Background: an optimization exercise with open tools, aiming at small area. Do not read the settings as production practice. In this exercise RTL edits were held to simulation tests only and were not proved equivalent to the original. Power figures rest on the tool's default switching activity, not on a simulated workload.

Setup of rev 12:
## vga_top
module vga_top(clk, ACL_MISO, ACL_MOSI, ACL_SCLK, ACL_CSN, reset, en, del, switch_input, vga_r, vga_g, vga_b, h_sync, v_sync, LED);
clock: 10.0 ns
lec_check: 0
cap_margin: 20
core_margin: 2
core_utilization: 40
slew_margin: 20
standard.sh (not shown) runs the stock make flow with config.mk's settings and CLKGATE_MAP_FILE= SYNTH_SCRIPT=/design/flow/synth_recipe.tcl, a recipe that flattens the netlist after the stock synthesis.
==> flow/flow/run.sh <==
#!/bin/bash
# Own layout flow: the standard synthesis; then the combinational logic
# of that netlist is synthesised again with stronger ABC scripts (deepsyn
# with a dozen seeds, NUM_CORES at a time, the smallest result kept), keeping every register
# cell as it is; then the standard layout from the new netlist, with a
# lighter clock tree and port buffers. Each tool's output goes to a log of
# its own here.
set -euo pipefail
W=$(cd "$(dirname "$0")/.." && pwd)
F=$W/flow
cd "$W"
R=$W/orfs/results/${FLOW_PLATFORM:-sky130hd}/vga_top/base
YOSYS=$(command -v yosys || echo "$FLOW_HOME/../tools/install/yosys/bin/yosys")
LIB=$FLOW_HOME/platforms/sky130hd/lib/sky130_fd_sc_hd__tt_025C_1v80.lib
DEEP_S=${DEEP_S:-400}
SEEDS=${SEEDS:-"1 2 3 4 5 6 7 8 9 10 11 12"}
JOBS=${NUM_CORES:-4}

bash standard.sh synth > "$W/synth.log" 2>&1
cp "$R/1_2_yosys.v" "$W/1_2_yosys.std.v"

python3 "$F/mk_techmap.py" "$LIB" "$W/comb_map.v" > "$W/techmap.log" 2>&1 || true
printf 'set_driving_cell sky130_fd_sc_hd__buf_1\nset_load 5\n' > "$W/abc.constr"

# resyn SEED SCRIPT: writes $W/resyn_SEED.v and $W/resyn_SEED.area
resyn() {
  local s=$1 script=$2
  sed -e "s/@DEEP_S@/$DEEP_S/" -e "s/@SEED@/$s/" "$F/$script" > "$W/resyn_$s.abc"
  "$YOSYS" -l "$W/resyn_$s.log" -p "
    read_liberty -lib $LIB
    read_verilog $W/1_2_yosys.std.v
    hierarchy -top $FLOW_TOP
    techmap -map $W/comb_map.v
    techmap
    opt -purge
    abc -script $W/resyn_$s.abc -liberty $LIB -dont_use *probe* -dont_use *lpflow* -constr $W/abc.constr -D 10000
    opt_clean -purge
    hilomap -singleton -hicell sky130_fd_sc_hd__conb_1 HI -locell sky130_fd_sc_hd__conb_1 LO
    insbuf -buf sky130_fd_sc_hd__buf_1 A X
    write_verilog -noattr -nohex -nodec $W/resyn_$s.v
    tee -o $W/resyn_$s.stat stat -liberty $LIB
  " > /dev/null 2>&1 || return 0
  grep -E "Chip area" "$W/resyn_$s.stat" | awk '{print $NF}' > "$W/resyn_$s.area" || true
}
if [[ -s $W/comb_map.v ]]; then
  for s in $SEEDS; do
    while (( $(jobs -rp | wc -l) >= JOBS )); do wait -n || true; done
    ( resyn "$s" resyn.abc; [[ -s $W/resyn_$s.area ]] || resyn "$s" resyn_safe.abc ) &
  done
  wait
fi

# keep a new netlist only if it has the same register cells, by name and type
regs() { grep -oE '^\s*sky130_fd_sc_hd__[a-z]*df[a-z]*_[0-9]+\s+\S+' "$1" | awk '{print $1, $2}' | sort; }
regs "$W/1_2_yosys.std.v" > "$W/regs.std"
best=""; best_area=""
for s in $SEEDS; do
  [[ -s $W/resyn_$s.area && -s $W/resyn_$s.v ]] || continue
  regs "$W/resyn_$s.v" > "$W/regs.$s"
  if [[ -s $W/regs.std ]] && cmp -s "$W/regs.std" "$W/regs.$s"; then
    a=$(cat "$W/resyn_$s.area")
    if [[ -z $best ]] || python3 -c "import sys; sys.exit(0 if float('$a') < float('$best_area') else 1)"; then
      best=$s; best_area=$a
    fi
  fi
done
if [[ -n $best ]]; then
  cp "$W/resyn_$best.v" "$R/1_2_yosys.v"
  echo "using the re-synthesised netlist of seed $best (area $best_area)" > "$W/resyn.choice"
else
  echo "using the standard netlist" > "$W/resyn.choice"
fi
rm -f "$R/1_synth.odb" "$R/1_synth.sdc"

# clock tree of clkbuf_8 without dummy loads; port buffers of buf_1
bash standard.sh \
  "CTS_ARGS=-sink_clustering_enable -repair_clock_nets -dont_use_dummy_load -buf_list sky130_fd_sc_hd__clkbuf_8 -root_buf sky130_fd_sc_hd__clkbuf_8 -tree_buf sky130_fd_sc_hd__clkbuf_8 -sink_clustering_buffer sky130_fd_sc_hd__clkbuf_8" \
  "BUFFER_PORTS_ARGS=-buffer_cell sky130_fd_sc_hd__buf_1" \
  finish > "$W/layout.log" 2>&1
Other scripts of this flow, unchanged in this note and not shown: flow/flow/mk_techmap.py, flow/flow/resyn.abc, flow/flow/resyn_safe.abc
Setup changes, rev 12 to rev 13
--- a/flow/design.v
+++ b/flow/design.v
@@ -187,25 +187,25 @@
             if (c_h && hend) begin
                 hu <= 4'd0;
                 ht <= 6'd0;
             end
             else begin
                 hu <= c_ht ? 4'd0 : hu + {3'd0, c_h};
                 ht <= ht + {5'd0, c_ht};
             end
         end
     wire hin   = (ht[5:4] == 2'b01);
     wire wtin  = wt[3] | wt[2] | wt[1];                  
     wire inreg = hin & wtin & ((wh == 3'd2) | (wh == 3'd3) | (wh == 3'd4));
-    wire first = (wt == 4'd2) & (wu == 4'd0);
+    wire first = wt[1] & ~wt[0] & ~wt[2] & ~(wu[3] | wu[2] | wu[1] | wu[0]);    
     wire [4:0] sel = (wh == 3'd2 && !first) ? letter_sel_ONE :
                      (wh == 3'd3 && !first) ? letter_sel_TWO : letter_sel_THREE;
     wire [2:0] x = wt[2:0] - 3'd2;
     wire [3:0] y = ht[3:0];
     reg [7:0] row;
     always @(*) begin
         row = 8'b00000000;
         case ({sel, y})
             9'd2: row = 8'b00010000;
             9'd3: row = 8'b00111000;
             9'd4: row = 8'b01101100;
             9'd5: row = 8'b11000110;
@@ -469,34 +469,41 @@
         endcase
     end
     reg q;
     always @(posedge clk)
         if (rst) begin
             q <= 1'b0;
             char <= 1'b0;
         end
         else if (ce) begin
             q <= inreg & row[3'd7 - x];
             char <= q;
         end
-    wire col_ge2   = (wh != 3'd0) | (wt != 4'd0) | (wu >= 4'd2);
-    wire col_le705 = (wh != 3'd7) | ((wt == 4'd0) & (wu <= 4'd5));
-    wire col_le1   = (wh == 3'd0) & (wt == 4'd0) & (wu <= 4'd1);
-    wire col_ge53  = (wh != 3'd0) | (wt >= 4'd6) | ((wt == 4'd5) & (wu >= 4'd3));
-    wire col_le692 = (wh <= 3'd5) | ((wh == 3'd6) & ((wt <= 4'd8) | (wu <= 4'd2)));
-    wire line_ge33  = (ht >= 6'd4) | ((ht == 6'd3) & (hu >= 4'd3));
-    wire line_le512 = (ht <= 6'd50) | ((ht == 6'd51) & (hu <= 4'd2));
-    wire line_ge1   = (ht != 6'd0) | (hu != 4'd0);
-    wire line_le522 = (ht != 6'd52) | (hu <= 4'd2);
-    wire line_le523 = (ht != 6'd52) | (hu <= 4'd3);
+    wire wh0 = ~(wh[2] | wh[1] | wh[0]);
+    wire wt0 = ~(wt[3] | wt[2] | wt[1] | wt[0]);
+    wire col_ge2   = ~wh0 | ~wt0 | wu[3] | wu[2] | wu[1];
+    wire col_le705 = ~(&wh) | (wt0 & ~(wu[3] | (wu[2] & wu[1])));
+    wire col_le1   = wh0 & wt0 & ~(wu[3] | wu[2] | wu[1]);
+    wire col_ge53  = ~wh0 | wt[3] | (wt[2] & wt[1]) |
+                     (wt[2] & ~wt[1] & wt[0] & (wu[3] | wu[2] | (wu[1] & wu[0])));
+    wire col_le692 = ~(wh[2] & wh[1]) | (~wh[0] & (~(wt[3] & wt[0]) | ~(wu[3] | wu[2] | (wu[1] & wu[0]))));
+    wire ht_ge4 = ht[5] | ht[4] | ht[3] | ht[2];
+    wire ht_3   = ~ht_ge4 & ht[1] & ht[0];
+    wire ht_52  = ht[5] & ht[4] & ht[2];
+    wire ht_51  = ht[5] & ht[4] & ht[1] & ht[0];
+    wire line_ge33  = ht_ge4 | (ht_3 & (hu[3] | hu[2] | (hu[1] & hu[0])));
+    wire line_le512 = ~(ht_52 | ht_51) | (ht_51 & ~(hu[3] | hu[2] | (hu[1] & hu[0])));
+    wire line_ge1   = ht[5] | ht[4] | ht[3] | ht[2] | ht[1] | ht[0] | hu[3] | hu[2] | hu[1] | hu[0];
+    wire line_le522 = ~ht_52 | ~(hu[3] | hu[2] | (hu[1] & hu[0]));
+    wire line_le523 = ~ht_52 | ~(hu[3] | hu[2]);
     assign led_on = col_ge53 & col_le692 & line_ge33 & line_le512;
     assign h_sync = col_ge2 & col_le705;
     assign v_sync = col_le1 ? (line_ge1 & line_le523) : line_le522;
 endmodule
 `timescale 1ns / 1ps
 module accelerometer_SPI(
     input clk,
     input rst,
     input ce,
     input ce_fall,
     input miso,
     output sclk,
Notes after the runs:
- Rev 13 went all the way through the flow, and no timing, DRC or antenna check failed.
- Rev 12 fits on a die that is smaller than the die of rev 13.
- [compare] base=rev 12 new=rev 13: switching power increased 6.9 uW; HPWL reported at the end of detailed placement picked up an extra about 6.6%; fmax decreased 9.9%; required arrival time at the worst endpoint grew by 2.31 ns; worst hold slack rose 0.0089 ns.
- Total power: rev 13 above rev 12
- Per the comparison of rev 13 with rev 12, clock period minus final worst setup slack now sits higher, post-route cell area increased by 0.43% relative to the old numbers, total routed wirelength moved up.
- Against rev 12, rev 13 reports a maximum fanout along the worst path that is lower.
- Sequential share of power | rev 13 below rev 12

afterwards: timing with drivers on the ports:
No port has a modelled driver above. Below, the same layouts with a new extraction and two added sets of constraints.
Step 1 assumes that a clkbuf_16 drives the clock port and a buf_2 every other input.
Step 2 adds t to the input delays and takes it off the output delays; t is the mean of the earliest and latest rising clock arrival at the registers after step 1. Input paths then give back, and output paths get back, about the clock's delay inside the block.
a / b / c = ideal ports / drivers / drivers and shift; a / b = the first two.
run | t, ns | setup WS [ns] | clock arrival spread, ns
rev 12 | 0.407 | 5.254 / 5.220 / 5.535 | 0.025 / 0.025
rev 13 | 0.412 | 4.734 / 4.734 / 4.734 | 0.031 / 0.031
After both steps every run listed still meets setup and hold.
